This design comes from an exercise in tuning for small area and a short achievable clock period on the open sky130 flow, not from production work. Function was not checked in any run shown here: the RTL went through the layout flow alone. Power and IR drop assume default switching activity.

==> flow/design.v (outline; a module is shown in full before it is edited, if it fits) <==
// module pe: 45 lines
// module mac_0_16: 273 lines
// module mac_16_17: 315 lines
// module mac_17_17: 316 lines
// module mac_17_18: 328 lines
// module csa_fa: 4 lines
// module csa_ha: 4 lines
// module skew_buffer: 25 lines
// module systolic_array: 33 lines
// module matrix_accelerator: 30 lines
module matrix_accelerator(
    input  wire        clk,
    input  wire        rst,
    input  wire        load_weight,
    input  wire [31:0] activation_in,
    output wire [95:0] result_out
);
  // ...
==> flow/run.sh <==
#!/bin/bash
# synth_recipe.tcl (not shown) runs the flow's synth.tcl, then flattens the netlist and writes it again
# the make line also repeats each setting of config.mk as NAME=value (left out here)
make -C /OpenROAD-flow-scripts/flow DESIGN_CONFIG=/design/flow/config.mk WORK_HOME=/design/flow/orfs CLKGATE_MAP_FILE= SYNTH_SCRIPT=/design/flow/synth_recipe.tcl finish
==> flow/config.mk <==
export PLATFORM = sky130hd
export DESIGN_NAME = matrix_accelerator
export DESIGN_NICKNAME = matrix_accelerator
export VERILOG_FILES = /design/flow/design.v
export SDC_FILE = /design/flow/constraint.sdc
export NUM_CORES = 4
export LEC_CHECK = 0
export CAP_MARGIN = 20
export CORE_MARGIN = 2
export CORE_UTILIZATION = 40
export SETUP_SLACK_MARGIN = 3.5
export SLEW_MARGIN = 20
export SYNTH_HIERARCHICAL = 1
export SYNTH_MINIMUM_KEEP_SIZE = 0
==> flow/constraint.sdc <==
create_clock -name core_clock -period 8.0 [get_ports {clk}]
set_input_delay 1.6000 -clock core_clock [delete_from_list [all_inputs] [get_ports {clk}]]
set_output_delay 1.6000 -clock core_clock [all_outputs]
set_load 0.01 [all_outputs]
==> out/summary.md, run 1 <==
The flow ran to the end and the layout has no timing, DRC or antenna violations. The part of the total power dissipated in the clock network is 13.9%, and the count of inverters other than clock inverters in the layout is 190. For this run, the number of standard cells in the final layout without fillers is 5992. For this run the aggregate overflow at the end of global routing stands at 0.

The run gives 126 as the cell row count. The final layout contains a sequential cell count of 545. In the final layout, the registers with the most flip-flops are array_core.ROW.c3.out_e x72, array_core.ROW.c1.out_e x68, array_core.ROW.c2.out_e x68. The fraction of area in multi-input gates came out at 62.8%. After detailed routing, no signal wire sits above met4.

Before antenna repair, the detailed router went through 6 iterations. For the total area of multi-input combinational cells, the log shows 0.0343 mm². The run gives 68.7% as the proportion of power drawn by combinational gates. Of all nets on the critical path, the largest fanout is 10. Summing over every cut layer, the via total after detailed routing is 30.7k.

The worst setup path is captured at a flip-flop. The worst hold path begins at skew_unit.d3_2[3]$_DFF_PP0_. For the met2 usage in global routing, the log shows 29.2%. Counting cells, the worst reg-to-reg path comes to 13. Timing would allow up to 223 MHz. The endpoint identified for the worst register-to-register timing path is array_core.ROW[0].c3.out_e[12]$_DFF_P_.

For this run, the slowest stage of the critical path takes 0.55 ns. The yosys synthesis warning count came out at 16. After the last flow step, the layout net total stands at 5540. Worst hold slack: 0.346 ns.

The startpoint of the lowest-slack register-to-register path was array_core.ROW[0].c3.weight_reg[2]$_DFFE_PP_. The power density of the placed cells is 413 mW/mm², and the total of max-cap violations is 0. Non-clock buffers in the final layout number 271. Across every metal layer, demand over resource in global routing totals 18.1%. For the largest net degree at the start of global routing, the log shows 123.

The register with the most flip-flops in the layout has 72 of them. The top contributor to total power was combinational logic. TritonCTS built the clock tree.

Setup repair after global routing could not meet its margin everywhere. The setup path with the least slack is of type primary input to flip-flop.
==> inputs of run 2 (changes only) <==
--- a/flow/design.v
+++ b/flow/design.v
@@ -118,99 +118,99 @@
     wire t64, t65;
-    csa_ha ut64 (.a(t6), .b(t13), .s(t64), .co(t65));
+    csa_ha ut64 (.a(t2), .b(t9), .s(t64), .co(t65));
     wire t66, t67;
-    csa_fa ut66 (.a(t7), .b(t14), .c(t21), .s(t66), .co(t67));
+    csa_fa ut66 (.a(t3), .b(t10), .c(t17), .s(t66), .co(t67));
     wire t68, t69;
-    csa_ha ut68 (.a(t28), .b(t35), .s(t68), .co(t69));
+    csa_ha ut68 (.a(t24), .b(t65), .s(t68), .co(t69));
     wire t70, t71;
-    csa_fa ut70 (.a(t15), .b(t22), .c(t29), .s(t70), .co(t71));
+    csa_fa ut70 (.a(t4), .b(t11), .c(t18), .s(t70), .co(t71));
     wire t72, t73;
-    csa_fa ut72 (.a(t36), .b(t43), .c(t50), .s(t72), .co(t73));
+    csa_fa ut72 (.a(t25), .b(t32), .c(t67), .s(t72), .co(t73));
     wire t74, t75;
-    csa_fa ut74 (.a(t23), .b(t30), .c(t37), .s(t74), .co(t75));
+    csa_ha ut74 (.a(t69), .b(t70), .s(t74), .co(t75));
     wire t76, t77;
-    csa_ha ut76 (.a(t4), .b(t11), .s(t76), .co(t77));
+    csa_fa ut76 (.a(t5), .b(t12), .c(t19), .s(t76), .co(t77));
     wire t78, t79;
-    csa_fa ut78 (.a(t5), .b(t12), .c(t19), .s(t78), .co(t79));
+    csa_fa ut78 (.a(t26), .b(t33), .c(t40), .s(t78), .co(t79));
     wire t80, t81;
-    csa_ha ut80 (.a(t26), .b(t33), .s(t80), .co(t81));
+    csa_fa ut80 (.a(t71), .b(t76), .c(t78), .s(t80), .co(t81));
     wire t82, t83;
-    csa_fa ut82 (.a(t20), .b(t27), .c(t34), .s(t82), .co(t83));
+    csa_ha ut82 (.a(t75), .b(t73), .s(t82), .co(t83));
     wire t84, t85;
-    csa_fa ut84 (.a(t41), .b(t48), .c(t64), .s(t84), .co(t85));
+    csa_fa ut84 (.a(t6), .b(t13), .c(t20), .s(t84), .co(t85));
     wire t86, t87;
-    csa_fa ut86 (.a(t42), .b(t49), .c(t56), .s(t86), .co(t87));
+    csa_fa ut86 (.a(t27), .b(t34), .c(t41), .s(t86), .co(t87));
     wire t88, t89;
-    csa_fa ut88 (.a(t66), .b(t68), .c(t65), .s(t88), .co(t89));
-    wire t90 = ~(t57 ^ t70);
-    wire t91 = t57 | t70;
+    csa_fa ut88 (.a(t48), .b(t77), .c(t79), .s(t88), .co(t89));
+    wire t90, t91;
+    csa_fa ut90 (.a(t84), .b(t86), .c(t81), .s(t90), .co(t91));
     wire t92, t93;
-    csa_fa ut92 (.a(t72), .b(t67), .c(t69), .s(t92), .co(t93));
+    csa_ha ut92 (.a(t88), .b(t83), .s(t92), .co(t93));
     wire t94, t95;
-    csa_fa ut94 (.a(t44), .b(t51), .c(t58), .s(t94), .co(t95));
+    csa_fa ut94 (.a(t7), .b(t14), .c(t21), .s(t94), .co(t95));
     wire t96, t97;
-    csa_fa ut96 (.a(t74), .b(t71), .c(t73), .s(t96), .co(t97));
+    csa_fa ut96 (.a(t28), .b(t35), .c(t42), .s(t96), .co(t97));
     wire t98, t99;
-    csa_fa ut98 (.a(t31), .b(t38), .c(t45), .s(t98), .co(t99));
+    csa_fa ut98 (.a(t49), .b(t56), .c(t85), .s(t98), .co(t99));
     wire t100, t101;
-    csa_fa ut100 (.a(t52), .b(t59), .c(t75), .s(t100), .co(t101));
+    csa_fa ut100 (.a(t87), .b(t94), .c(t96), .s(t100), .co(t101));
     wire t102, t103;
-    csa_fa ut102 (.a(t39), .b(t46), .c(t53), .s(t102), .co(t103));
+    csa_fa ut102 (.a(t89), .b(t98), .c(t100), .s(t102), .co(t103));
     wire t104, t105;
-    csa_ha ut104 (.a(t3), .b(t10), .s(t104), .co(t105));
-    wire t106, t107;
-    csa_fa ut106 (.a(t18), .b(t25), .c(t32), .s(t106), .co(t107));
+    csa_ha ut104 (.a(t91), .b(t93), .s(t104), .co(t105));
+    wire t106 = ~(t15 ^ t22);
+    wire t107 = t15 | t22;
     wire t108, t109;
-    csa_fa ut108 (.a(t40), .b(t78), .c(t80), .s(t108), .co(t109));
+    csa_fa ut108 (.a(t29), .b(t36), .c(t43), .s(t108), .co(t109));
     wire t110, t111;
-    csa_fa ut110 (.a(t82), .b(t84), .c(t79), .s(t110), .co(t111));
+    csa_fa ut110 (.a(t50), .b(t57), .c(t95), .s(t110), .co(t111));
     wire t112, t113;
-    csa_fa ut112 (.a(t86), .b(t88), .c(t83), .s(t112), .co(t113));
+    csa_fa ut112 (.a(t97), .b(t106), .c(t108), .s(t112), .co(t113));
     wire t114, t115;
-    csa_fa ut114 (.a(t90), .b(t92), .c(t87), .s(t114), .co(t115));
+    csa_fa ut114 (.a(t99), .b(t101), .c(t110), .s(t114), .co(t115));
     wire t116, t117;
-    csa_fa ut116 (.a(t94), .b(t96), .c(t91), .s(t116), .co(t117));
+    csa_fa ut116 (.a(t112), .b(t103), .c(t114), .s(t116), .co(t117));
     wire t118, t119;
-    csa_fa ut118 (.a(t98), .b(t100), .c(t95), .s(t118), .co(t119));
+    csa_fa ut118 (.a(t23), .b(t30), .c(t37), .s(t118), .co(t119));
     wire t120, t121;
-    csa_fa ut120 (.a(t60), .b(t102), .c(t99), .s(t120), .co(t121));
+    csa_fa ut120 (.a(t44), .b(t51), .c(t58), .s(t120), .co(t121));
     wire t122, t123;
-    csa_fa ut122 (.a(t47), .b(t54), .c(t61), .s(t122), .co(t123));
+    csa_fa ut122 (.a(t107), .b(t109), .c(t118), .s(t122), .co(t123));
     wire t124, t125;
-    csa_ha ut124 (.a(t2), .b(t9), .s(t124), .co(t125));
+    csa_fa ut124 (.a(t120), .b(t111), .c(t113), .s(t124), .co(t125));
     wire t126, t127;
-    csa_fa ut126 (.a(t17), .b(t24), .c(t104), .s(t126), .co(t127));
+    csa_fa ut126 (.a(t122), .b(t115), .c(t124), .s(t126), .co(t127));
     wire t128, t129;
-    csa_fa ut128 (.a(t76), .b(t106), .c(t105), .s(t128), .co(t129));
+    csa_fa ut128 (.a(t31), .b(t38), .c(t45), .s(t128), .co(t129));
     wire t130, t131;
-    csa_fa ut130 (.a(t77), .b(t108), .c(t107), .s(t130), .co(t131));
+    csa_fa ut130 (.a(t52), .b(t59), .c(t119), .s(t130), .co(t131));
     wire t132, t133;
-    csa_fa ut132 (.a(t81), .b(t110), .c(t109), .s(t132), .co(t133));
+    csa_fa ut132 (.a(t121), .b(t128), .c(t123), .s(t132), .co(t133));
     wire t134, t135;
-    csa_fa ut134 (.a(t85), .b(t112), .c(t111), .s(t134), .co(t135));
+    csa_fa ut134 (.a(t130), .b(t125), .c(t132), .s(t134), .co(t135));
     wire t136, t137;
-    csa_fa ut136 (.a(t89), .b(t114), .c(t113), .s(t136), .co(t137));
+    csa_fa ut136 (.a(t39), .b(t46), .c(t53), .s(t136), .co(t137));
     wire t138, t139;
-    csa_fa ut138 (.a(t93), .b(t116), .c(t115), .s(t138), .co(t139));
+    csa_fa ut138 (.a(t60), .b(t129), .c(t136), .s(t138), .co(t139));
     wire t140, t141;
-    csa_fa ut140 (.a(t97), .b(t118), .c(t117), .s(t140), .co(t141));
+    csa_fa ut140 (.a(t131), .b(t138), .c(t133), .s(t140), .co(t141));
     wire t142, t143;
-    csa_fa ut142 (.a(t101), .b(t120), .c(t119), .s(t142), .co(t143));
+    csa_fa ut142 (.a(t47), .b(t54), .c(t61), .s(t142), .co(t143));
     wire t144, t145;
-    csa_fa ut144 (.a(t103), .b(t122), .c(t121), .s(t144), .co(t145));
+    csa_fa ut144 (.a(t137), .b(t142), .c(t139), .s(t144), .co(t145));
     wire t146, t147;
-    csa_fa ut146 (.a(t55), .b(t62), .c(t123), .s(t146), .co(t147));
+    csa_fa ut146 (.a(t55), .b(t62), .c(t143), .s(t146), .co(t147));
     wire t148 = t0 & 1'b0;
     wire t149 = t1 & t8;
-    wire t150 = t16 & t124;
-    wire t151 = t126 & t125;
-    wire t152 = t128 & t127;
-    wire t153 = t130 & t129;
-    wire t154 = t132 & t131;
-    wire t155 = t134 & t133;
-    wire t156 = t136 & t135;
-    wire t157 = t138 & t137;
-    wire t158 = t140 & t139;
-    wire t159 = t142 & t141;
-    wire t160 = t144 & t143;
-    wire t161 = t146 & t145;
+    wire t150 = t16 & t64;
+    wire t151 = t66 & t68;
+    wire t152 = t72 & t74;
+    wire t153 = t80 & t82;
+    wire t154 = t90 & t92;
+    wire t155 = t102 & t104;
+    wire t156 = t105 & t116;
+    wire t157 = t117 & t126;
+    wire t158 = t127 & t134;
+    wire t159 = t135 & t140;
+    wire t160 = t141 & t144;
+    wire t161 = t145 & t146;
     wire t162 = t63 & t147;
@@ -219,14 +219,14 @@
     wire t165 = t1 ^ t8;
-    wire t166 = t16 ^ t124;
-    wire t167 = t126 ^ t125;
-    wire t168 = t128 ^ t127;
-    wire t169 = t130 ^ t129;
-    wire t170 = t132 ^ t131;
-    wire t171 = t134 ^ t133;
-    wire t172 = t136 ^ t135;
-    wire t173 = t138 ^ t137;
-    wire t174 = t140 ^ t139;
-    wire t175 = t142 ^ t141;
-    wire t176 = t144 ^ t143;
-    wire t177 = t146 ^ t145;
+    wire t166 = t16 ^ t64;
+    wire t167 = t66 ^ t68;
+    wire t168 = t72 ^ t74;
+    wire t169 = t80 ^ t82;
+    wire t170 = t90 ^ t92;
+    wire t171 = t102 ^ t104;
+    wire t172 = t105 ^ t116;
+    wire t173 = t117 ^ t126;
+    wire t174 = t127 ^ t134;
+    wire t175 = t135 ^ t140;
+    wire t176 = t141 ^ t144;
+    wire t177 = t145 ^ t146;
     wire t178 = t63 ^ t147;
@@ -313,4 +313,4 @@
     wire t259 = t179 ^ t243;
-    wire [15:0] ra = {1'b1, t63, t146, t144, t142, t140, t138, t136, t134, t132, t130, t128, t126, t16, t1, t0};
-    wire [15:0] rb = {1'b0, t147, t145, t143, t141, t139, t137, t135, t133, t131, t129, t127, t125, t124, t8, 1'b0};
+    wire [15:0] ra = {1'b1, t63, t145, t141, t135, t127, t117, t105, t102, t90, t80, t72, t66, t16, t1, t0};
+    wire [15:0] rb = {1'b0, t147, t146, t144, t140, t134, t126, t116, t104, t92, t82, t74, t68, t64, t8, 1'b0};
     wire [15:0] y = {t259, t258, t257, t256, t255, t254, t253, t252, t251, t250, t249, t248, t247, t246, t245, t164};
@@ -393,128 +393,128 @@
     wire t65, t66;
-    csa_ha ut65 (.a(t5), .b(t12), .s(t65), .co(t66));
+    csa_ha ut65 (.a(e[1]), .b(t1), .s(t65), .co(t66));
     wire t67, t68;
-    csa_fa ut67 (.a(t6), .b(t13), .c(t20), .s(t67), .co(t68));
+    csa_fa ut67 (.a(e[2]), .b(t2), .c(t9), .s(t67), .co(t68));
     wire t69, t70;
-    csa_ha ut69 (.a(t27), .b(t34), .s(t69), .co(t70));
+    csa_ha ut69 (.a(t16), .b(t66), .s(t69), .co(t70));
     wire t71, t72;
-    csa_fa ut71 (.a(t7), .b(t14), .c(t21), .s(t71), .co(t72));
+    csa_fa ut71 (.a(e[3]), .b(t3), .c(t10), .s(t71), .co(t72));
     wire t73, t74;
-    csa_fa ut73 (.a(t28), .b(t35), .c(t42), .s(t73), .co(t74));
+    csa_fa ut73 (.a(t17), .b(t24), .c(t68), .s(t73), .co(t74));
     wire t75, t76;
-    csa_ha ut75 (.a(t49), .b(t56), .s(t75), .co(t76));
+    csa_ha ut75 (.a(t70), .b(t71), .s(t75), .co(t76));
     wire t77, t78;
-    csa_fa ut77 (.a(t15), .b(t22), .c(t29), .s(t77), .co(t78));
+    csa_fa ut77 (.a(e[4]), .b(t4), .c(t11), .s(t77), .co(t78));
     wire t79, t80;
-    csa_fa ut79 (.a(t36), .b(t43), .c(t50), .s(t79), .co(t80));
-    wire t81 = ~(t57 ^ e[8]);
-    wire t82 = t57 | e[8];
+    csa_fa ut79 (.a(t18), .b(t25), .c(t32), .s(t79), .co(t80));
+    wire t81, t82;
+    csa_fa ut81 (.a(t72), .b(t77), .c(t79), .s(t81), .co(t82));
     wire t83, t84;
-    csa_fa ut83 (.a(t23), .b(t30), .c(t37), .s(t83), .co(t84));
+    csa_ha ut83 (.a(t76), .b(t74), .s(t83), .co(t84));
     wire t85, t86;
-    csa_fa ut85 (.a(t44), .b(t51), .c(t58), .s(t85), .co(t86));
+    csa_fa ut85 (.a(e[5]), .b(t5), .c(t12), .s(t85), .co(t86));
     wire t87, t88;
-    csa_fa ut87 (.a(t31), .b(t38), .c(t45), .s(t87), .co(t88));
+    csa_fa ut87 (.a(t19), .b(t26), .c(t33), .s(t87), .co(t88));
     wire t89, t90;
-    csa_ha ut89 (.a(t3), .b(t10), .s(t89), .co(t90));
+    csa_fa ut89 (.a(t40), .b(t78), .c(t80), .s(t89), .co(t90));
     wire t91, t92;
-    csa_fa ut91 (.a(t4), .b(t11), .c(t18), .s(t91), .co(t92));
+    csa_fa ut91 (.a(t85), .b(t87), .c(t82), .s(t91), .co(t92));
     wire t93, t94;
-    csa_ha ut93 (.a(t25), .b(t32), .s(t93), .co(t94));
+    csa_ha ut93 (.a(t89), .b(t84), .s(t93), .co(t94));
     wire t95, t96;
-    csa_fa ut95 (.a(t19), .b(t26), .c(t33), .s(t95), .co(t96));
+    csa_fa ut95 (.a(e[6]), .b(t6), .c(t13), .s(t95), .co(t96));
     wire t97, t98;
-    csa_fa ut97 (.a(t40), .b(e[5]), .c(t65), .s(t97), .co(t98));
+    csa_fa ut97 (.a(t20), .b(t27), .c(t34), .s(t97), .co(t98));
     wire t99, t100;
-    csa_fa ut99 (.a(t41), .b(t48), .c(e[6]), .s(t99), .co(t100));
+    csa_fa ut99 (.a(t41), .b(t48), .c(t86), .s(t99), .co(t100));
     wire t101, t102;
-    csa_fa ut101 (.a(t67), .b(t69), .c(t66), .s(t101), .co(t102));
+    csa_fa ut101 (.a(t88), .b(t95), .c(t97), .s(t101), .co(t102));
     wire t103, t104;
-    csa_fa ut103 (.a(e[7]), .b(t71), .c(t73), .s(t103), .co(t104));
+    csa_fa ut103 (.a(t90), .b(t99), .c(t101), .s(t103), .co(t104));
     wire t105, t106;
-    csa_fa ut105 (.a(t75), .b(t68), .c(t70), .s(t105), .co(t106));
+    csa_ha ut105 (.a(t92), .b(t94), .s(t105), .co(t106));
     wire t107, t108;
-    csa_fa ut107 (.a(t77), .b(t79), .c(t81), .s(t107), .co(t108));
+    csa_fa ut107 (.a(e[7]), .b(t7), .c(t14), .s(t107), .co(t108));
     wire t109, t110;
-    csa_fa ut109 (.a(t72), .b(t74), .c(t76), .s(t109), .co(t110));
+    csa_fa ut109 (.a(t21), .b(t28), .c(t35), .s(t109), .co(t110));
     wire t111, t112;
-    csa_fa ut111 (.a(e[9]), .b(t83), .c(t85), .s(t111), .co(t112));
+    csa_fa ut111 (.a(t42), .b(t49), .c(t56), .s(t111), .co(t112));
     wire t113, t114;
-    csa_fa ut113 (.a(t78), .b(t80), .c(t82), .s(t113), .co(t114));
+    csa_fa ut113 (.a(t96), .b(t98), .c(t107), .s(t113), .co(t114));
     wire t115, t116;
-    csa_fa ut115 (.a(t52), .b(t59), .c(e[10]), .s(t115), .co(t116));
+    csa_fa ut115 (.a(t109), .b(t111), .c(t100), .s(t115), .co(t116));
     wire t117, t118;
-    csa_fa ut117 (.a(t87), .b(t84), .c(t86), .s(t117), .co(t118));
+    csa_fa ut117 (.a(t102), .b(t113), .c(t115), .s(t117), .co(t118));
     wire t119, t120;
-    csa_fa ut119 (.a(t39), .b(t46), .c(t53), .s(t119), .co(t120));
-    wire t121, t122;
-    csa_fa ut121 (.a(t60), .b(e[11]), .c(t88), .s(t121), .co(t122));
+    csa_ha ut119 (.a(t104), .b(t106), .s(t119), .co(t120));
+    wire t121 = ~(e[8] ^ t15);
+    wire t122 = e[8] | t15;
     wire t123, t124;
-    csa_fa ut123 (.a(t47), .b(t54), .c(t61), .s(t123), .co(t124));
+    csa_fa ut123 (.a(t22), .b(t29), .c(t36), .s(t123), .co(t124));
     wire t125, t126;
-    csa_ha ut125 (.a(t2), .b(t9), .s(t125), .co(t126));
+    csa_fa ut125 (.a(t43), .b(t50), .c(t57), .s(t125), .co(t126));
     wire t127, t128;
-    csa_fa ut127 (.a(t17), .b(t24), .c(e[3]), .s(t127), .co(t128));
+    csa_fa ut127 (.a(t108), .b(t110), .c(t112), .s(t127), .co(t128));
     wire t129, t130;
-    csa_fa ut129 (.a(e[4]), .b(t91), .c(t93), .s(t129), .co(t130));
+    csa_fa ut129 (.a(t121), .b(t123), .c(t125), .s(t129), .co(t130));
     wire t131, t132;
-    csa_fa ut131 (.a(t95), .b(t97), .c(t92), .s(t131), .co(t132));
+    csa_fa ut131 (.a(t114), .b(t127), .c(t129), .s(t131), .co(t132));
     wire t133, t134;
-    csa_fa ut133 (.a(t99), .b(t101), .c(t96), .s(t133), .co(t134));
+    csa_fa ut133 (.a(t116), .b(t131), .c(t118), .s(t133), .co(t134));
     wire t135, t136;
-    csa_fa ut135 (.a(t103), .b(t105), .c(t100), .s(t135), .co(t136));
+    csa_fa ut135 (.a(e[9]), .b(t23), .c(t30), .s(t135), .co(t136));
     wire t137, t138;
-    csa_fa ut137 (.a(t107), .b(t109), .c(t104), .s(t137), .co(t138));
+    csa_fa ut137 (.a(t37), .b(t44), .c(t51), .s(t137), .co(t138));
     wire t139, t140;
-    csa_fa ut139 (.a(t111), .b(t113), .c(t108), .s(t139), .co(t140));
+    csa_fa ut139 (.a(t58), .b(t122), .c(t124), .s(t139), .co(t140));
     wire t141, t142;
-    csa_fa ut141 (.a(t115), .b(t117), .c(t112), .s(t141), .co(t142));
+    csa_fa ut141 (.a(t126), .b(t135), .c(t137), .s(t141), .co(t142));
     wire t143, t144;
-    csa_fa ut143 (.a(t119), .b(t121), .c(t116), .s(t143), .co(t144));
+    csa_fa ut143 (.a(t128), .b(t130), .c(t139), .s(t143), .co(t144));
     wire t145, t146;
-    csa_fa ut145 (.a(e[12]), .b(t123), .c(t120), .s(t145), .co(t146));
+    csa_fa ut145 (.a(t141), .b(t132), .c(t143), .s(t145), .co(t146));
     wire t147, t148;
-    csa_fa ut147 (.a(t55), .b(t62), .c(e[13]), .s(t147), .co(t148));
+    csa_fa ut147 (.a(e[10]), .b(t31), .c(t38), .s(t147), .co(t148));
     wire t149, t150;
-    csa_ha ut149 (.a(t1), .b(t8), .s(t149), .co(t150));
+    csa_fa ut149 (.a(t45), .b(t52), .c(t59), .s(t149), .co(t150));
     wire t151, t152;
-    csa_fa ut151 (.a(t16), .b(e[2]), .c(t125), .s(t151), .co(t152));
+    csa_fa ut151 (.a(t136), .b(t138), .c(t147), .s(t151), .co(t152));
     wire t153, t154;
-    csa_fa ut153 (.a(t89), .b(t127), .c(t126), .s(t153), .co(t154));
+    csa_fa ut153 (.a(t149), .b(t140), .c(t142), .s(t153), .co(t154));
     wire t155, t156;
-    csa_fa ut155 (.a(t90), .b(t129), .c(t128), .s(t155), .co(t156));
+    csa_fa ut155 (.a(t151), .b(t144), .c(t153), .s(t155), .co(t156));
     wire t157, t158;
-    csa_fa ut157 (.a(t94), .b(t131), .c(t130), .s(t157), .co(t158));
+    csa_fa ut157 (.a(e[11]), .b(t39), .c(t46), .s(t157), .co(t158));
     wire t159, t160;
-    csa_fa ut159 (.a(t98), .b(t133), .c(t132), .s(t159), .co(t160));
+    csa_fa ut159 (.a(t53), .b(t60), .c(t148), .s(t159), .co(t160));
     wire t161, t162;
-    csa_fa ut161 (.a(t102), .b(t135), .c(t134), .s(t161), .co(t162));
+    csa_fa ut161 (.a(t150), .b(t157), .c(t152), .s(t161), .co(t162));
     wire t163, t164;
-    csa_fa ut163 (.a(t106), .b(t137), .c(t136), .s(t163), .co(t164));
+    csa_fa ut163 (.a(t159), .b(t154), .c(t161), .s(t163), .co(t164));
     wire t165, t166;
-    csa_fa ut165 (.a(t110), .b(t139), .c(t138), .s(t165), .co(t166));
+    csa_fa ut165 (.a(e[12]), .b(t47), .c(t54), .s(t165), .co(t166));
     wire t167, t168;
-    csa_fa ut167 (.a(t114), .b(t141), .c(t140), .s(t167), .co(t168));
+    csa_fa ut167 (.a(t61), .b(t158), .c(t165), .s(t167), .co(t168));
     wire t169, t170;
-    csa_fa ut169 (.a(t118), .b(t143), .c(t142), .s(t169), .co(t170));
+    csa_fa ut169 (.a(t160), .b(t167), .c(t162), .s(t169), .co(t170));
     wire t171, t172;
-    csa_fa ut171 (.a(t122), .b(t145), .c(t144), .s(t171), .co(t172));
+    csa_fa ut171 (.a(e[13]), .b(t55), .c(t62), .s(t171), .co(t172));
     wire t173, t174;
-    csa_fa ut173 (.a(t124), .b(t147), .c(t146), .s(t173), .co(t174));
+    csa_fa ut173 (.a(t166), .b(t171), .c(t168), .s(t173), .co(t174));
     wire t175, t176;
-    csa_fa ut175 (.a(t63), .b(e[14]), .c(t148), .s(t175), .co(t176));
+    csa_fa ut175 (.a(e[14]), .b(t63), .c(t172), .s(t175), .co(t176));
     wire t177 = t0 & e[0];
-    wire t178 = e[1] & t149;
-    wire t179 = t151 & t150;
-    wire t180 = t153 & t152;
-    wire t181 = t155 & t154;
-    wire t182 = t157 & t156;
-    wire t183 = t159 & t158;
-    wire t184 = t161 & t160;
-    wire t185 = t163 & t162;
-    wire t186 = t165 & t164;
-    wire t187 = t167 & t166;
-    wire t188 = t169 & t168;
-    wire t189 = t171 & t170;
-    wire t190 = t173 & t172;
-    wire t191 = t175 & t174;
+    wire t178 = t8 & t65;
+    wire t179 = t67 & t69;
+    wire t180 = t73 & t75;
+    wire t181 = t81 & t83;
+    wire t182 = t91 & t93;
+    wire t183 = t103 & t105;
+    wire t184 = t117 & t119;
+    wire t185 = t120 & t133;
+    wire t186 = t134 & t145;
+    wire t187 = t146 & t155;
+    wire t188 = t156 & t163;
+    wire t189 = t164 & t169;
+    wire t190 = t170 & t173;
+    wire t191 = t174 & t175;
     wire t192 = t64 & t176;
@@ -522,16 +522,16 @@
     wire t194 = t0 ^ e[0];
-    wire t195 = e[1] ^ t149;
-    wire t196 = t151 ^ t150;
-    wire t197 = t153 ^ t152;
-    wire t198 = t155 ^ t154;
-    wire t199 = t157 ^ t156;
-    wire t200 = t159 ^ t158;
-    wire t201 = t161 ^ t160;
-    wire t202 = t163 ^ t162;
-    wire t203 = t165 ^ t164;
-    wire t204 = t167 ^ t166;
-    wire t205 = t169 ^ t168;
-    wire t206 = t171 ^ t170;
-    wire t207 = t173 ^ t172;
-    wire t208 = t175 ^ t174;
+    wire t195 = t8 ^ t65;
+    wire t196 = t67 ^ t69;
+    wire t197 = t73 ^ t75;
+    wire t198 = t81 ^ t83;
+    wire t199 = t91 ^ t93;
+    wire t200 = t103 ^ t105;
+    wire t201 = t117 ^ t119;
+    wire t202 = t120 ^ t133;
+    wire t203 = t134 ^ t145;
+    wire t204 = t146 ^ t155;
+    wire t205 = t156 ^ t163;
+    wire t206 = t164 ^ t169;
+    wire t207 = t170 ^ t173;
+    wire t208 = t174 ^ t175;
     wire t209 = t64 ^ t176;
@@ -628,4 +628,4 @@
     wire t300 = t210 ^ t283;
-    wire [16:0] ra = {1'b1, t64, t175, t173, t171, t169, t167, t165, t163, t161, t159, t157, t155, t153, t151, e[1], t0};
-    wire [16:0] rb = {1'b0, t176, t174, t172, t170, t168, t166, t164, t162, t160, t158, t156, t154, t152, t150, t149, e[0]};
+    wire [16:0] ra = {1'b1, t64, t174, t170, t164, t156, t146, t134, t120, t117, t103, t91, t81, t73, t67, t8, t0};
+    wire [16:0] rb = {1'b0, t176, t175, t173, t169, t163, t155, t145, t133, t119, t105, t93, t83, t75, t69, t65, e[0]};
     wire [16:0] y = {t300, t299, t298, t297, t296, t295, t294, t293, t292, t291, t290, t289, t288, t287, t286, t285, t194};
@@ -708,147 +708,147 @@
     wire t65, t66;
-    csa_ha ut65 (.a(t5), .b(t12), .s(t65), .co(t66));
+    csa_ha ut65 (.a(e[1]), .b(t1), .s(t65), .co(t66));
     wire t67, t68;
-    csa_fa ut67 (.a(t6), .b(t13), .c(t20), .s(t67), .co(t68));
+    csa_fa ut67 (.a(e[2]), .b(t2), .c(t9), .s(t67), .co(t68));
     wire t69, t70;
-    csa_ha ut69 (.a(t27), .b(t34), .s(t69), .co(t70));
+    csa_ha ut69 (.a(t16), .b(t66), .s(t69), .co(t70));
     wire t71, t72;
-    csa_fa ut71 (.a(t7), .b(t14), .c(t21), .s(t71), .co(t72));
+    csa_fa ut71 (.a(e[3]), .b(t3), .c(t10), .s(t71), .co(t72));
     wire t73, t74;
-    csa_fa ut73 (.a(t28), .b(t35), .c(t42), .s(t73), .co(t74));
+    csa_fa ut73 (.a(t17), .b(t24), .c(t68), .s(t73), .co(t74));
     wire t75, t76;
-    csa_ha ut75 (.a(t49), .b(t56), .s(t75), .co(t76));
+    csa_ha ut75 (.a(t70), .b(t71), .s(t75), .co(t76));
     wire t77, t78;
-    csa_fa ut77 (.a(t15), .b(t22), .c(t29), .s(t77), .co(t78));
+    csa_fa ut77 (.a(e[4]), .b(t4), .c(t11), .s(t77), .co(t78));
     wire t79, t80;
-    csa_fa ut79 (.a(t36), .b(t43), .c(t50), .s(t79), .co(t80));
-    wire t81 = ~(t57 ^ e[8]);
-    wire t82 = t57 | e[8];
+    csa_fa ut79 (.a(t18), .b(t25), .c(t32), .s(t79), .co(t80));
+    wire t81, t82;
+    csa_fa ut81 (.a(t72), .b(t77), .c(t79), .s(t81), .co(t82));
     wire t83, t84;
-    csa_fa ut83 (.a(t23), .b(t30), .c(t37), .s(t83), .co(t84));
+    csa_ha ut83 (.a(t76), .b(t74), .s(t83), .co(t84));
     wire t85, t86;
-    csa_fa ut85 (.a(t44), .b(t51), .c(t58), .s(t85), .co(t86));
+    csa_fa ut85 (.a(e[5]), .b(t5), .c(t12), .s(t85), .co(t86));
     wire t87, t88;
-    csa_fa ut87 (.a(t31), .b(t38), .c(t45), .s(t87), .co(t88));
+    csa_fa ut87 (.a(t19), .b(t26), .c(t33), .s(t87), .co(t88));
     wire t89, t90;
-    csa_ha ut89 (.a(t3), .b(t10), .s(t89), .co(t90));
+    csa_fa ut89 (.a(t40), .b(t78), .c(t80), .s(t89), .co(t90));
     wire t91, t92;
-    csa_fa ut91 (.a(t4), .b(t11), .c(t18), .s(t91), .co(t92));
+    csa_fa ut91 (.a(t85), .b(t87), .c(t82), .s(t91), .co(t92));
     wire t93, t94;
-    csa_ha ut93 (.a(t25), .b(t32), .s(t93), .co(t94));
+    csa_ha ut93 (.a(t89), .b(t84), .s(t93), .co(t94));
     wire t95, t96;
-    csa_fa ut95 (.a(t19), .b(t26), .c(t33), .s(t95), .co(t96));
+    csa_fa ut95 (.a(e[6]), .b(t6), .c(t13), .s(t95), .co(t96));
     wire t97, t98;
-    csa_fa ut97 (.a(t40), .b(e[5]), .c(t65), .s(t97), .co(t98));
+    csa_fa ut97 (.a(t20), .b(t27), .c(t34), .s(t97), .co(t98));
     wire t99, t100;
-    csa_fa ut99 (.a(t41), .b(t48), .c(e[6]), .s(t99), .co(t100));
+    csa_fa ut99 (.a(t41), .b(t48), .c(t86), .s(t99), .co(t100));
     wire t101, t102;
-    csa_fa ut101 (.a(t67), .b(t69), .c(t66), .s(t101), .co(t102));
+    csa_fa ut101 (.a(t88), .b(t95), .c(t97), .s(t101), .co(t102));
     wire t103, t104;
-    csa_fa ut103 (.a(e[7]), .b(t71), .c(t73), .s(t103), .co(t104));
+    csa_fa ut103 (.a(t90), .b(t99), .c(t101), .s(t103), .co(t104));
     wire t105, t106;
-    csa_fa ut105 (.a(t75), .b(t68), .c(t70), .s(t105), .co(t106));
+    csa_ha ut105 (.a(t92), .b(t94), .s(t105), .co(t106));
     wire t107, t108;
-    csa_fa ut107 (.a(t77), .b(t79), .c(t81), .s(t107), .co(t108));
+    csa_fa ut107 (.a(e[7]), .b(t7), .c(t14), .s(t107), .co(t108));
     wire t109, t110;
-    csa_fa ut109 (.a(t72), .b(t74), .c(t76), .s(t109), .co(t110));
+    csa_fa ut109 (.a(t21), .b(t28), .c(t35), .s(t109), .co(t110));
     wire t111, t112;
-    csa_fa ut111 (.a(e[9]), .b(t83), .c(t85), .s(t111), .co(t112));
+    csa_fa ut111 (.a(t42), .b(t49), .c(t56), .s(t111), .co(t112));
     wire t113, t114;
-    csa_fa ut113 (.a(t78), .b(t80), .c(t82), .s(t113), .co(t114));
+    csa_fa ut113 (.a(t96), .b(t98), .c(t107), .s(t113), .co(t114));
     wire t115, t116;
-    csa_fa ut115 (.a(t52), .b(t59), .c(e[10]), .s(t115), .co(t116));
+    csa_fa ut115 (.a(t109), .b(t111), .c(t100), .s(t115), .co(t116));
     wire t117, t118;
-    csa_fa ut117 (.a(t87), .b(t84), .c(t86), .s(t117), .co(t118));
+    csa_fa ut117 (.a(t102), .b(t113), .c(t115), .s(t117), .co(t118));
     wire t119, t120;
-    csa_fa ut119 (.a(t39), .b(t46), .c(t53), .s(t119), .co(t120));
-    wire t121, t122;
-    csa_fa ut121 (.a(t60), .b(e[11]), .c(t88), .s(t121), .co(t122));
+    csa_ha ut119 (.a(t104), .b(t106), .s(t119), .co(t120));
+    wire t121 = ~(e[8] ^ t15);
+    wire t122 = e[8] | t15;
     wire t123, t124;
-    csa_fa ut123 (.a(t47), .b(t54), .c(t61), .s(t123), .co(t124));
+    csa_fa ut123 (.a(t22), .b(t29), .c(t36), .s(t123), .co(t124));
     wire t125, t126;
-    csa_ha ut125 (.a(t2), .b(t9), .s(t125), .co(t126));
+    csa_fa ut125 (.a(t43), .b(t50), .c(t57), .s(t125), .co(t126));
     wire t127, t128;
-    csa_fa ut127 (.a(t17), .b(t24), .c(e[3]), .s(t127), .co(t128));
+    csa_fa ut127 (.a(t108), .b(t110), .c(t112), .s(t127), .co(t128));
     wire t129, t130;
-    csa_fa ut129 (.a(e[4]), .b(t91), .c(t93), .s(t129), .co(t130));
+    csa_fa ut129 (.a(t121), .b(t123), .c(t125), .s(t129), .co(t130));
     wire t131, t132;
-    csa_fa ut131 (.a(t95), .b(t97), .c(t92), .s(t131), .co(t132));
+    csa_fa ut131 (.a(t114), .b(t127), .c(t129), .s(t131), .co(t132));
     wire t133, t134;
-    csa_fa ut133 (.a(t99), .b(t101), .c(t96), .s(t133), .co(t134));
+    csa_fa ut133 (.a(t116), .b(t131), .c(t118), .s(t133), .co(t134));
     wire t135, t136;
-    csa_fa ut135 (.a(t103), .b(t105), .c(t100), .s(t135), .co(t136));
+    csa_fa ut135 (.a(e[9]), .b(t23), .c(t30), .s(t135), .co(t136));
     wire t137, t138;
-    csa_fa ut137 (.a(t107), .b(t109), .c(t104), .s(t137), .co(t138));
+    csa_fa ut137 (.a(t37), .b(t44), .c(t51), .s(t137), .co(t138));
     wire t139, t140;
-    csa_fa ut139 (.a(t111), .b(t113), .c(t108), .s(t139), .co(t140));
+    csa_fa ut139 (.a(t58), .b(t122), .c(t124), .s(t139), .co(t140));
     wire t141, t142;
-    csa_fa ut141 (.a(t115), .b(t117), .c(t112), .s(t141), .co(t142));
+    csa_fa ut141 (.a(t126), .b(t135), .c(t137), .s(t141), .co(t142));
     wire t143, t144;
-    csa_fa ut143 (.a(t119), .b(t121), .c(t116), .s(t143), .co(t144));
+    csa_fa ut143 (.a(t128), .b(t130), .c(t139), .s(t143), .co(t144));
     wire t145, t146;
-    csa_fa ut145 (.a(e[12]), .b(t123), .c(t120), .s(t145), .co(t146));
+    csa_fa ut145 (.a(t141), .b(t132), .c(t143), .s(t145), .co(t146));
     wire t147, t148;
-    csa_fa ut147 (.a(t55), .b(t62), .c(e[13]), .s(t147), .co(t148));
+    csa_fa ut147 (.a(e[10]), .b(t31), .c(t38), .s(t147), .co(t148));
     wire t149, t150;
-    csa_ha ut149 (.a(t1), .b(t8), .s(t149), .co(t150));
+    csa_fa ut149 (.a(t45), .b(t52), .c(t59), .s(t149), .co(t150));
     wire t151, t152;
-    csa_fa ut151 (.a(t16), .b(e[2]), .c(t125), .s(t151), .co(t152));
+    csa_fa ut151 (.a(t136), .b(t138), .c(t147), .s(t151), .co(t152));
     wire t153, t154;
-    csa_fa ut153 (.a(t89), .b(t127), .c(t126), .s(t153), .co(t154));
+    csa_fa ut153 (.a(t149), .b(t140), .c(t142), .s(t153), .co(t154));
     wire t155, t156;
-    csa_fa ut155 (.a(t90), .b(t129), .c(t128), .s(t155), .co(t156));
+    csa_fa ut155 (.a(t151), .b(t144), .c(t153), .s(t155), .co(t156));
     wire t157, t158;
-    csa_fa ut157 (.a(t94), .b(t131), .c(t130), .s(t157), .co(t158));
+    csa_fa ut157 (.a(e[11]), .b(t39), .c(t46), .s(t157), .co(t158));
     wire t159, t160;
-    csa_fa ut159 (.a(t98), .b(t133), .c(t132), .s(t159), .co(t160));
+    csa_fa ut159 (.a(t53), .b(t60), .c(t148), .s(t159), .co(t160));
     wire t161, t162;
-    csa_fa ut161 (.a(t102), .b(t135), .c(t134), .s(t161), .co(t162));
+    csa_fa ut161 (.a(t150), .b(t157), .c(t152), .s(t161), .co(t162));
     wire t163, t164;
-    csa_fa ut163 (.a(t106), .b(t137), .c(t136), .s(t163), .co(t164));
+    csa_fa ut163 (.a(t159), .b(t154), .c(t161), .s(t163), .co(t164));
     wire t165, t166;
-    csa_fa ut165 (.a(t110), .b(t139), .c(t138), .s(t165), .co(t166));
+    csa_fa ut165 (.a(e[12]), .b(t47), .c(t54), .s(t165), .co(t166));
     wire t167, t168;
-    csa_fa ut167 (.a(t114), .b(t141), .c(t140), .s(t167), .co(t168));
+    csa_fa ut167 (.a(t61), .b(t158), .c(t165), .s(t167), .co(t168));
     wire t169, t170;
-    csa_fa ut169 (.a(t118), .b(t143), .c(t142), .s(t169), .co(t170));
+    csa_fa ut169 (.a(t160), .b(t167), .c(t162), .s(t169), .co(t170));
     wire t171, t172;
-    csa_fa ut171 (.a(t122), .b(t145), .c(t144), .s(t171), .co(t172));
+    csa_fa ut171 (.a(e[13]), .b(t55), .c(t62), .s(t171), .co(t172));
     wire t173, t174;
-    csa_fa ut173 (.a(t124), .b(t147), .c(t146), .s(t173), .co(t174));
+    csa_fa ut173 (.a(t166), .b(t171), .c(t168), .s(t173), .co(t174));
     wire t175, t176;
-    csa_fa ut175 (.a(t63), .b(e[14]), .c(t148), .s(t175), .co(t176));
+    csa_fa ut175 (.a(e[14]), .b(t63), .c(t172), .s(t175), .co(t176));
     wire t177 = ~e[15];
     wire t178 = t0 & e[0];
-    wire t179 = e[1] & t149;
-    wire t180 = t151 & t150;
-    wire t181 = t153 & t152;
-    wire t182 = t155 & t154;
-    wire t183 = t157 & t156;
-    wire t184 = t159 & t158;
-    wire t185 = t161 & t160;
-    wire t186 = t163 & t162;
-    wire t187 = t165 & t164;
-    wire t188 = t167 & t166;
-    wire t189 = t169 & t168;
-    wire t190 = t171 & t170;
-    wire t191 = t173 & t172;
-    wire t192 = t175 & t174;
-    wire t193 = t177 & t176;
+    wire t179 = t8 & t65;
+    wire t180 = t67 & t69;
+    wire t181 = t73 & t75;
+    wire t182 = t81 & t83;
+    wire t183 = t91 & t93;
+    wire t184 = t103 & t105;
+    wire t185 = t117 & t119;
+    wire t186 = t120 & t133;
+    wire t187 = t134 & t145;
+    wire t188 = t146 & t155;
+    wire t189 = t156 & t163;
+    wire t190 = t164 & t169;
+    wire t191 = t170 & t173;
+    wire t192 = t174 & t175;
+    wire t193 = t176 & t177;
     wire t194 = t64 & e[15];
     wire t195 = t0 ^ e[0];
-    wire t196 = e[1] ^ t149;
-    wire t197 = t151 ^ t150;
-    wire t198 = t153 ^ t152;
-    wire t199 = t155 ^ t154;
-    wire t200 = t157 ^ t156;
-    wire t201 = t159 ^ t158;
-    wire t202 = t161 ^ t160;
-    wire t203 = t163 ^ t162;
-    wire t204 = t165 ^ t164;
-    wire t205 = t167 ^ t166;
-    wire t206 = t169 ^ t168;
-    wire t207 = t171 ^ t170;
-    wire t208 = t173 ^ t172;
-    wire t209 = t175 ^ t174;
-    wire t210 = t177 ^ t176;
+    wire t196 = t8 ^ t65;
+    wire t197 = t67 ^ t69;
+    wire t198 = t73 ^ t75;
+    wire t199 = t81 ^ t83;
+    wire t200 = t91 ^ t93;
+    wire t201 = t103 ^ t105;
+    wire t202 = t117 ^ t119;
+    wire t203 = t120 ^ t133;
+    wire t204 = t134 ^ t145;
+    wire t205 = t146 ^ t155;
+    wire t206 = t156 ^ t163;
+    wire t207 = t164 ^ t169;
+    wire t208 = t170 ^ t173;
+    wire t209 = t174 ^ t175;
+    wire t210 = t176 ^ t177;
     wire t211 = t64 ^ e[15];
@@ -944,4 +944,4 @@
     wire t301 = t211 ^ t284;
-    wire [16:0] ra = {t64, t177, t175, t173, t171, t169, t167, t165, t163, t161, t159, t157, t155, t153, t151, e[1], t0};
-    wire [16:0] rb = {e[15], t176, t174, t172, t170, t168, t166, t164, t162, t160, t158, t156, t154, t152, t150, t149, e[0]};
+    wire [16:0] ra = {t64, t176, t174, t170, t164, t156, t146, t134, t120, t117, t103, t91, t81, t73, t67, t8, t0};
+    wire [16:0] rb = {e[15], t177, t175, t173, t169, t163, t155, t145, t133, t119, t105, t93, t83, t75, t69, t65, e[0]};
     wire [16:0] y = {t301, t300, t299, t298, t297, t296, t295, t294, t293, t292, t291, t290, t289, t288, t287, t286, t195};
@@ -1024,130 +1024,130 @@
     wire t65, t66;
-    csa_ha ut65 (.a(t5), .b(t12), .s(t65), .co(t66));
+    csa_ha ut65 (.a(e[1]), .b(t1), .s(t65), .co(t66));
     wire t67, t68;
-    csa_fa ut67 (.a(t6), .b(t13), .c(t20), .s(t67), .co(t68));
+    csa_fa ut67 (.a(e[2]), .b(t2), .c(t9), .s(t67), .co(t68));
     wire t69, t70;
-    csa_ha ut69 (.a(t27), .b(t34), .s(t69), .co(t70));
+    csa_ha ut69 (.a(t16), .b(t66), .s(t69), .co(t70));
     wire t71, t72;
-    csa_fa ut71 (.a(t7), .b(t14), .c(t21), .s(t71), .co(t72));
+    csa_fa ut71 (.a(e[3]), .b(t3), .c(t10), .s(t71), .co(t72));
     wire t73, t74;
-    csa_fa ut73 (.a(t28), .b(t35), .c(t42), .s(t73), .co(t74));
+    csa_fa ut73 (.a(t17), .b(t24), .c(t68), .s(t73), .co(t74));
     wire t75, t76;
-    csa_ha ut75 (.a(t49), .b(t56), .s(t75), .co(t76));
+    csa_ha ut75 (.a(t70), .b(t71), .s(t75), .co(t76));
     wire t77, t78;
-    csa_fa ut77 (.a(t15), .b(t22), .c(t29), .s(t77), .co(t78));
+    csa_fa ut77 (.a(e[4]), .b(t4), .c(t11), .s(t77), .co(t78));
     wire t79, t80;
-    csa_fa ut79 (.a(t36), .b(t43), .c(t50), .s(t79), .co(t80));
-    wire t81 = ~(t57 ^ e[8]);
-    wire t82 = t57 | e[8];
+    csa_fa ut79 (.a(t18), .b(t25), .c(t32), .s(t79), .co(t80));
+    wire t81, t82;
+    csa_fa ut81 (.a(t72), .b(t77), .c(t79), .s(t81), .co(t82));
     wire t83, t84;
-    csa_fa ut83 (.a(t23), .b(t30), .c(t37), .s(t83), .co(t84));
+    csa_ha ut83 (.a(t76), .b(t74), .s(t83), .co(t84));
     wire t85, t86;
-    csa_fa ut85 (.a(t44), .b(t51), .c(t58), .s(t85), .co(t86));
+    csa_fa ut85 (.a(e[5]), .b(t5), .c(t12), .s(t85), .co(t86));
     wire t87, t88;
-    csa_fa ut87 (.a(t31), .b(t38), .c(t45), .s(t87), .co(t88));
+    csa_fa ut87 (.a(t19), .b(t26), .c(t33), .s(t87), .co(t88));
     wire t89, t90;
-    csa_ha ut89 (.a(t3), .b(t10), .s(t89), .co(t90));
+    csa_fa ut89 (.a(t40), .b(t78), .c(t80), .s(t89), .co(t90));
     wire t91, t92;
-    csa_fa ut91 (.a(t4), .b(t11), .c(t18), .s(t91), .co(t92));
+    csa_fa ut91 (.a(t85), .b(t87), .c(t82), .s(t91), .co(t92));
     wire t93, t94;
-    csa_ha ut93 (.a(t25), .b(t32), .s(t93), .co(t94));
+    csa_ha ut93 (.a(t89), .b(t84), .s(t93), .co(t94));
     wire t95, t96;
-    csa_fa ut95 (.a(t19), .b(t26), .c(t33), .s(t95), .co(t96));
+    csa_fa ut95 (.a(e[6]), .b(t6), .c(t13), .s(t95), .co(t96));
     wire t97, t98;
-    csa_fa ut97 (.a(t40), .b(e[5]), .c(t65), .s(t97), .co(t98));
+    csa_fa ut97 (.a(t20), .b(t27), .c(t34), .s(t97), .co(t98));
     wire t99, t100;
-    csa_fa ut99 (.a(t41), .b(t48), .c(e[6]), .s(t99), .co(t100));
+    csa_fa ut99 (.a(t41), .b(t48), .c(t86), .s(t99), .co(t100));
     wire t101, t102;
-    csa_fa ut101 (.a(t67), .b(t69), .c(t66), .s(t101), .co(t102));
+    csa_fa ut101 (.a(t88), .b(t95), .c(t97), .s(t101), .co(t102));
     wire t103, t104;
-    csa_fa ut103 (.a(e[7]), .b(t71), .c(t73), .s(t103), .co(t104));
+    csa_fa ut103 (.a(t90), .b(t99), .c(t101), .s(t103), .co(t104));
     wire t105, t106;
-    csa_fa ut105 (.a(t75), .b(t68), .c(t70), .s(t105), .co(t106));
+    csa_ha ut105 (.a(t92), .b(t94), .s(t105), .co(t106));
     wire t107, t108;
-    csa_fa ut107 (.a(t77), .b(t79), .c(t81), .s(t107), .co(t108));
+    csa_fa ut107 (.a(e[7]), .b(t7), .c(t14), .s(t107), .co(t108));
     wire t109, t110;
-    csa_fa ut109 (.a(t72), .b(t74), .c(t76), .s(t109), .co(t110));
+    csa_fa ut109 (.a(t21), .b(t28), .c(t35), .s(t109), .co(t110));
     wire t111, t112;
-    csa_fa ut111 (.a(e[9]), .b(t83), .c(t85), .s(t111), .co(t112));
+    csa_fa ut111 (.a(t42), .b(t49), .c(t56), .s(t111), .co(t112));
     wire t113, t114;
-    csa_fa ut113 (.a(t78), .b(t80), .c(t82), .s(t113), .co(t114));
+    csa_fa ut113 (.a(t96), .b(t98), .c(t107), .s(t113), .co(t114));
     wire t115, t116;
-    csa_fa ut115 (.a(t52), .b(t59), .c(e[10]), .s(t115), .co(t116));
+    csa_fa ut115 (.a(t109), .b(t111), .c(t100), .s(t115), .co(t116));
     wire t117, t118;
-    csa_fa ut117 (.a(t87), .b(t84), .c(t86), .s(t117), .co(t118));
+    csa_fa ut117 (.a(t102), .b(t113), .c(t115), .s(t117), .co(t118));
     wire t119, t120;
-    csa_fa ut119 (.a(t39), .b(t46), .c(t53), .s(t119), .co(t120));
-    wire t121, t122;
-    csa_fa ut121 (.a(t60), .b(e[11]), .c(t88), .s(t121), .co(t122));
+    csa_ha ut119 (.a(t104), .b(t106), .s(t119), .co(t120));
+    wire t121 = ~(e[8] ^ t15);
+    wire t122 = e[8] | t15;
     wire t123, t124;
-    csa_fa ut123 (.a(t47), .b(t54), .c(t61), .s(t123), .co(t124));
+    csa_fa ut123 (.a(t22), .b(t29), .c(t36), .s(t123), .co(t124));
     wire t125, t126;
-    csa_ha ut125 (.a(t2), .b(t9), .s(t125), .co(t126));
+    csa_fa ut125 (.a(t43), .b(t50), .c(t57), .s(t125), .co(t126));
     wire t127, t128;
-    csa_fa ut127 (.a(t17), .b(t24), .c(e[3]), .s(t127), .co(t128));
+    csa_fa ut127 (.a(t108), .b(t110), .c(t112), .s(t127), .co(t128));
     wire t129, t130;
-    csa_fa ut129 (.a(e[4]), .b(t91), .c(t93), .s(t129), .co(t130));
+    csa_fa ut129 (.a(t121), .b(t123), .c(t125), .s(t129), .co(t130));
     wire t131, t132;
-    csa_fa ut131 (.a(t95), .b(t97), .c(t92), .s(t131), .co(t132));
+    csa_fa ut131 (.a(t114), .b(t127), .c(t129), .s(t131), .co(t132));
     wire t133, t134;
-    csa_fa ut133 (.a(t99), .b(t101), .c(t96), .s(t133), .co(t134));
+    csa_fa ut133 (.a(t116), .b(t131), .c(t118), .s(t133), .co(t134));
     wire t135, t136;
-    csa_fa ut135 (.a(t103), .b(t105), .c(t100), .s(t135), .co(t136));
+    csa_fa ut135 (.a(e[9]), .b(t23), .c(t30), .s(t135), .co(t136));
     wire t137, t138;
-    csa_fa ut137 (.a(t107), .b(t109), .c(t104), .s(t137), .co(t138));
+    csa_fa ut137 (.a(t37), .b(t44), .c(t51), .s(t137), .co(t138));
     wire t139, t140;
-    csa_fa ut139 (.a(t111), .b(t113), .c(t108), .s(t139), .co(t140));
+    csa_fa ut139 (.a(t58), .b(t122), .c(t124), .s(t139), .co(t140));
     wire t141, t142;
-    csa_fa ut141 (.a(t115), .b(t117), .c(t112), .s(t141), .co(t142));
+    csa_fa ut141 (.a(t126), .b(t135), .c(t137), .s(t141), .co(t142));
     wire t143, t144;
-    csa_fa ut143 (.a(t119), .b(t121), .c(t116), .s(t143), .co(t144));
+    csa_fa ut143 (.a(t128), .b(t130), .c(t139), .s(t143), .co(t144));
     wire t145, t146;
-    csa_fa ut145 (.a(e[12]), .b(t123), .c(t120), .s(t145), .co(t146));
+    csa_fa ut145 (.a(t141), .b(t132), .c(t143), .s(t145), .co(t146));
     wire t147, t148;
-    csa_fa ut147 (.a(t55), .b(t62), .c(e[13]), .s(t147), .co(t148));
+    csa_fa ut147 (.a(e[10]), .b(t31), .c(t38), .s(t147), .co(t148));
     wire t149, t150;
-    csa_ha ut149 (.a(t1), .b(t8), .s(t149), .co(t150));
+    csa_fa ut149 (.a(t45), .b(t52), .c(t59), .s(t149), .co(t150));
     wire t151, t152;
-    csa_fa ut151 (.a(t16), .b(e[2]), .c(t125), .s(t151), .co(t152));
+    csa_fa ut151 (.a(t136), .b(t138), .c(t147), .s(t151), .co(t152));
     wire t153, t154;
-    csa_fa ut153 (.a(t89), .b(t127), .c(t126), .s(t153), .co(t154));
+    csa_fa ut153 (.a(t149), .b(t140), .c(t142), .s(t153), .co(t154));
     wire t155, t156;
-    csa_fa ut155 (.a(t90), .b(t129), .c(t128), .s(t155), .co(t156));
+    csa_fa ut155 (.a(t151), .b(t144), .c(t153), .s(t155), .co(t156));
     wire t157, t158;
-    csa_fa ut157 (.a(t94), .b(t131), .c(t130), .s(t157), .co(t158));
+    csa_fa ut157 (.a(e[11]), .b(t39), .c(t46), .s(t157), .co(t158));
     wire t159, t160;
-    csa_fa ut159 (.a(t98), .b(t133), .c(t132), .s(t159), .co(t160));
+    csa_fa ut159 (.a(t53), .b(t60), .c(t148), .s(t159), .co(t160));
     wire t161, t162;
-    csa_fa ut161 (.a(t102), .b(t135), .c(t134), .s(t161), .co(t162));
+    csa_fa ut161 (.a(t150), .b(t157), .c(t152), .s(t161), .co(t162));
     wire t163, t164;
-    csa_fa ut163 (.a(t106), .b(t137), .c(t136), .s(t163), .co(t164));
+    csa_fa ut163 (.a(t159), .b(t154), .c(t161), .s(t163), .co(t164));
     wire t165, t166;
-    csa_fa ut165 (.a(t110), .b(t139), .c(t138), .s(t165), .co(t166));
+    csa_fa ut165 (.a(e[12]), .b(t47), .c(t54), .s(t165), .co(t166));
     wire t167, t168;
-    csa_fa ut167 (.a(t114), .b(t141), .c(t140), .s(t167), .co(t168));
+    csa_fa ut167 (.a(t61), .b(t158), .c(t165), .s(t167), .co(t168));
     wire t169, t170;
-    csa_fa ut169 (.a(t118), .b(t143), .c(t142), .s(t169), .co(t170));
+    csa_fa ut169 (.a(t160), .b(t167), .c(t162), .s(t169), .co(t170));
     wire t171, t172;
-    csa_fa ut171 (.a(t122), .b(t145), .c(t144), .s(t171), .co(t172));
+    csa_fa ut171 (.a(e[13]), .b(t55), .c(t62), .s(t171), .co(t172));
     wire t173, t174;
-    csa_fa ut173 (.a(t124), .b(t147), .c(t146), .s(t173), .co(t174));
+    csa_fa ut173 (.a(t166), .b(t171), .c(t168), .s(t173), .co(t174));
     wire t175, t176;
-    csa_fa ut175 (.a(t63), .b(e[14]), .c(t148), .s(t175), .co(t176));
+    csa_fa ut175 (.a(e[14]), .b(t63), .c(t172), .s(t175), .co(t176));
     wire t177 = ~e[15];
     wire t178 = t0 & e[0];
-    wire t179 = e[1] & t149;
-    wire t180 = t151 & t150;
-    wire t181 = t153 & t152;
-    wire t182 = t155 & t154;
-    wire t183 = t157 & t156;
-    wire t184 = t159 & t158;
-    wire t185 = t161 & t160;
-    wire t186 = t163 & t162;
-    wire t187 = t165 & t164;
-    wire t188 = t167 & t166;
-    wire t189 = t169 & t168;
-    wire t190 = t171 & t170;
-    wire t191 = t173 & t172;
-    wire t192 = t175 & t174;
-    wire t193 = t177 & t176;
+    wire t179 = t8 & t65;
+    wire t180 = t67 & t69;
+    wire t181 = t73 & t75;
+    wire t182 = t81 & t83;
+    wire t183 = t91 & t93;
+    wire t184 = t103 & t105;
+    wire t185 = t117 & t119;
+    wire t186 = t120 & t133;
+    wire t187 = t134 & t145;
+    wire t188 = t146 & t155;
+    wire t189 = t156 & t163;
+    wire t190 = t164 & t169;
+    wire t191 = t170 & t173;
+    wire t192 = t174 & t175;
+    wire t193 = t176 & t177;
     wire t194 = t64 & e[15];
@@ -1155,17 +1155,17 @@
     wire t196 = t0 ^ e[0];
-    wire t197 = e[1] ^ t149;
-    wire t198 = t151 ^ t150;
-    wire t199 = t153 ^ t152;
-    wire t200 = t155 ^ t154;
-    wire t201 = t157 ^ t156;
-    wire t202 = t159 ^ t158;
-    wire t203 = t161 ^ t160;
-    wire t204 = t163 ^ t162;
-    wire t205 = t165 ^ t164;
-    wire t206 = t167 ^ t166;
-    wire t207 = t169 ^ t168;
-    wire t208 = t171 ^ t170;
-    wire t209 = t173 ^ t172;
-    wire t210 = t175 ^ t174;
-    wire t211 = t177 ^ t176;
+    wire t197 = t8 ^ t65;
+    wire t198 = t67 ^ t69;
+    wire t199 = t73 ^ t75;
+    wire t200 = t81 ^ t83;
+    wire t201 = t91 ^ t93;
+    wire t202 = t103 ^ t105;
+    wire t203 = t117 ^ t119;
+    wire t204 = t120 ^ t133;
+    wire t205 = t134 ^ t145;
+    wire t206 = t146 ^ t155;
+    wire t207 = t156 ^ t163;
+    wire t208 = t164 ^ t169;
+    wire t209 = t170 ^ t173;
+    wire t210 = t174 ^ t175;
+    wire t211 = t176 ^ t177;
     wire t212 = t64 ^ e[15];
@@ -1272,4 +1272,4 @@
     wire t313 = t213 ^ t295;
-    wire [17:0] ra = {1'b1, t64, t177, t175, t173, t171, t169, t167, t165, t163, t161, t159, t157, t155, t153, t151, e[1], t0};
-    wire [17:0] rb = {1'b0, e[15], t176, t174, t172, t170, t168, t166, t164, t162, t160, t158, t156, t154, t152, t150, t149, e[0]};
+    wire [17:0] ra = {1'b1, t64, t176, t174, t170, t164, t156, t146, t134, t120, t117, t103, t91, t81, t73, t67, t8, t0};
+    wire [17:0] rb = {1'b0, e[15], t177, t175, t173, t169, t163, t155, t145, t133, t119, t105, t93, t83, t75, t69, t65, e[0]};
     wire [17:0] y = {t313, t312, t311, t310, t309, t308, t307, t306, t305, t304, t303, t302, t301, t300, t299, t298, t297, t196};
==> out/summary.md, run 2 <==
The largest registers in the layout are array_core.ROW.c3.out_e x72, array_core.ROW.c1.out_e x68, array_core.ROW.c2.out_e x68. Cell area after placement: 0.0506 mm². The run gives 5907 (-1.4%) as the final standard cell count with taps included and fillers excluded. The clock net in this run drives a total of 545 sinks. The core region is 0.118 mm². For the required time reported for the critical path endpoint, the log shows 8.58 ns.

The first global-routing pass estimated 177 mm of wire. The run gives 0 (unchanged) as the total of max-cap violations. The number of nets in the synthesized netlist is 5287. Setup slack at placement: 2.26 ns. At the end of routability-driven placement, the weighted congestion stood at 0.847.

The final critical-path share of the clock period came out at 55.4%. The maximum fanout along the worst path works out to 10 (unchanged). The total power draw was 21.5 mW; the proportion of total power due to net switching was 44.1%. The number of nets still failing antenna checks after routing is 0. Yosys synthesis warning count: 16 (unchanged). The HPWL after detailed placement is 82.0 mm. The length of the first detailed-routing pass in iterations came out at 6 (unchanged). The overall via count from detail_route is 30.4k (-1.1%), and the clock buffer count from CTS is 66.

In the routed layout, each cell is associated on average with a via count of 5.15. Of the cells placed in the final design, the portion with a size suffix greater than 1 is 7.14%. The residual DRC count is 0, and the timing-limited maximum frequency is 226 MHz (+1.4%). The via count of the first global-routing pass was 33.0k; the net total in the final layout was 5456 (-1.5%).

The initial DRC count is 1601, and the setup TNS is 0 ns. Setup violations remaining at the end of the flow were counted as 0. The die covers 0.122 mm².

Max-slew violation total from the final report: 0. In this run, post-CTS hold repair placed 0 buffers. The initial core utilization was 40.3%. From left edge to right edge, the die measures 349 µm. The worst setup path is launched from a primary input. The layout-stage area growth over the synthesis result is 11.8%. The initial antenna violation count is 1, and the total wirelength of the detailed-routed design is 105 mm. Setup repair after global routing could not meet its margin everywhere.

The minimum period implied by the final worst setup slack was 4.43 ns; the summed instance area of the synthesized netlist was 0.0477 mm². The path class of the lowest-slack min-delay path was flip-flop to flip-flop. Average wire per cell in the routed design: 17.8 µm. Dividing the synthesized area by the synthesized cell count gives 11.5 µm². The analysis attributes to cell leakage a power of 22.8 nW. The slew at the pin closest to its max-slew limit is 0.812 ns, and the cell row count is 126 (unchanged). The tools report the proportion of power drawn by combinational gates as 67.5% (-1.2 points).

In this run the tightest slew margin relative to its limit is 45.9%. The tools report the part of the total power dissipated in the clock network as 14.2% (+0.3 points). The repair_antennas step left the layout with diodes totalling 0. Category of the most critical setup path: primary input to flip-flop.

The signal arrival time at the worst endpoint was 5.01 ns. The flow ran to the end and the layout has no timing, DRC or antenna violations. The clock reaches the later pin of the worst-skew pair after 0.65 ns. The quantity of I/O buffers inserted on ports is 130. The clock-pin transition on the worst setup and hold timing paths was 0.06 ns; the switching power of the nets was 9.51 mW. TritonCTS built the clock tree.

Pin placement for this block handled 131 I/O pins. The finished cells cover 0.0534 mm². The top cell types in the final layout, fill and taps aside, are 810 x and2_1, 785 x fa_1, 304 x nand2_1.

The tools report the final critical-path setup slack as 3.57 ns. Across the VDD grid, the largest voltage drop is 0.248 mV. The tools report the all-layer global routing usage as 17.9% (-0.24 points). The sort of element at the end of the critical path was a flip-flop. The number of flip-flops under the largest register name was 72 (unchanged); the post-synthesis cell count was 4148. The sequential cell fraction of total power came out at 18.3%. The power density of the placed cells was 404 mW/mm² (-2.3%).

Most common cell after layout, fill and taps aside: and2_1. For the setup clock skew after layout, the log shows 0.0297 ns. The tools report the maximum root-to-sink buffer count as 3. CTS built an H-tree with a depth of 3. Clock tree synthesis selected as its root buffer the cell clkbuf_16.

The sum of overflow across all layers after global routing was 0 (unchanged). The largest net degree at the start of global routing was 105 (-15%); the internal power was 12.0 mW. Count of final hold-check violations: 0. The register with the most flip-flops in the final layout is array_core.ROW.c3.out_e. The height of the chip came out at 349 µm. The total of fill cells in the finished design was 11.0k; the number of cells after detailed placement was 5733.
## run 2: cell count changes in the layout (fill, tap and decap cells not counted), moves of 7 or more
cell	previous run	this run
dfrtp_2	37	13
ha_1	268	295
and2_4	13	6
o21ai_1	13	20
ha_4	24	4
ha_2	8	1
fa_1	776	785
fa_2	28	19
buf_4	132	58
dfrtp_1	108	132
## run 2: power groups by stage
stage                     logic (mW)  clock network, mW  registers (mW)
after floorplan                 11.3                  0            3.78
after global placement          13.8                  0            4.04
after detailed placement        14.0                  0            4.03
after CTS                       14.2               3.15            3.97
after global routing            16.6               3.26            4.03
final                           14.5               3.05            3.95
## run 2: cell type report
| type | count | area [µm²] | area share, % |
|---|---|---|---|
| Multi-Input combinational cell | 3326 | 33800 | 63.4 |
| Sequential cell | 545 | 12900 | 24.2 |
| Tap cell | 1536 | 1920 | 3.60 |
| Clock buffer | 88 | 1850 | 3.46 |
| Timing Repair Buffer | 192 | 1780 | 3.34 |
| Inverter | 186 | 698 | 1.31 |
| Clock inverter | 34 | 370 | 0.694 |
## run 2: metal layers
| metal | GRT usage [%] | up-vias | routed length, µm |
|---|---|---|---|
| met5 | 0 | - | 0 |
| met4 | 4.09 | 0 | 1620 |
| met3 | 2.51 | 103 | 3950 |
| met2 | 29.4 | 439 | 49900 |
| met1 | 25.1 | 15700 | 49500 |
| li1 | - | 14200 | - |
## run 2: per-stage QoR
step | hold slack (ns) | utilization [%]
3_5_place_dp | 0.336 | 42.8
2_1_floorplan | 0.331 | -
3_3_place_gp | 0.332 | 42.8
5_1_grt | 0.344 | 45.1
6_report | 0.332 | 45.1
4_1_cts | 0.326 | 44.7
## run 2: repair_timing
item | in CTS | in global routing
setup buffers | 15 | 37
pin swaps | 7 | 15
gates resized for setup | 42 | 56
setup endpoints to repair | 19 | 34
## run 2: critical path, stage by stage
cell and delay (ns):
buf_2 0.16, and2_4 0.18, fa_1 0.46, fa_2 0.36
fa_1 0.45, fa_1 0.54, ha_4 0.23, and2_4 0.18
o2111a_1 0.24, o31a_1 0.27, o21a_1 0.20, nor3_1 0.13
## run 2: worst paths after layout
path                                                              start                                endpoint  slack (ns)  cells after the start
hold / removal                              skew_unit.d2_1[4]$_DFF_PP0_             skew_unit.d2_2[4]$_DFF_PP0_        0.33                      0
setup / recovery                                       activation_in[4]  array_core.ROW[0].c0.out_e[14]$_DFF_P_        3.57                     12
setup reg to reg           array_core.ROW[2].c3.weight_reg[5]$_DFFE_PP_  array_core.ROW[2].c3.out_e[13]$_DFF_P_        3.61                     12
hold reg to reg                             skew_unit.d2_1[4]$_DFF_PP0_             skew_unit.d2_2[4]$_DFF_PP0_        0.33                      0
max in group asynchronous                                           rst             skew_unit.d3_3[0]$_DFF_PP0_        5.59                      4
min in group asynchronous                                           rst   array_core.ROW[1].c2.S.q[2]$_DFF_PP0_        1.19                      2

==> re-timing with driven ports <==
The results above use ideal ports. As a check the final layouts listed here were re-extracted and re-timed, cells and wires unchanged. Step 1: set_driving_cell puts a clkbuf_16 on clk and a buf_2 on each other input, an assumption about the parent block. Step 2 moves the port delays by t, midway between the first and last clock arrival at a register: inputs arrive t later, outputs are due t later. That takes back most of the time a late clock gives input paths. Slacks: no drivers / after step 1 / after step 2; pairs: no drivers / after step 1.
| run | t, ns | setup WS [ns] | hold WS [ns] | worst data-port slew with drivers (ns) | cell pins on the clock port's net |
|---|---|---|---|---|---|
| run 1 | 0.703 | 3.506 / 3.539 / 2.836 | 0.346 / 0.346 / 0.346 | 0.07 | 1 |
| run 2 | 0.714 | 3.568 / 3.611 / 2.905 | 0.332 / 0.332 / 0.332 | 0.06 | 1 |
After both steps setup and hold are still met in every run listed. For run 1, which loses most, drivers alone change the setup slack by +0.033 ns; drivers and shift together by -0.670 ns.
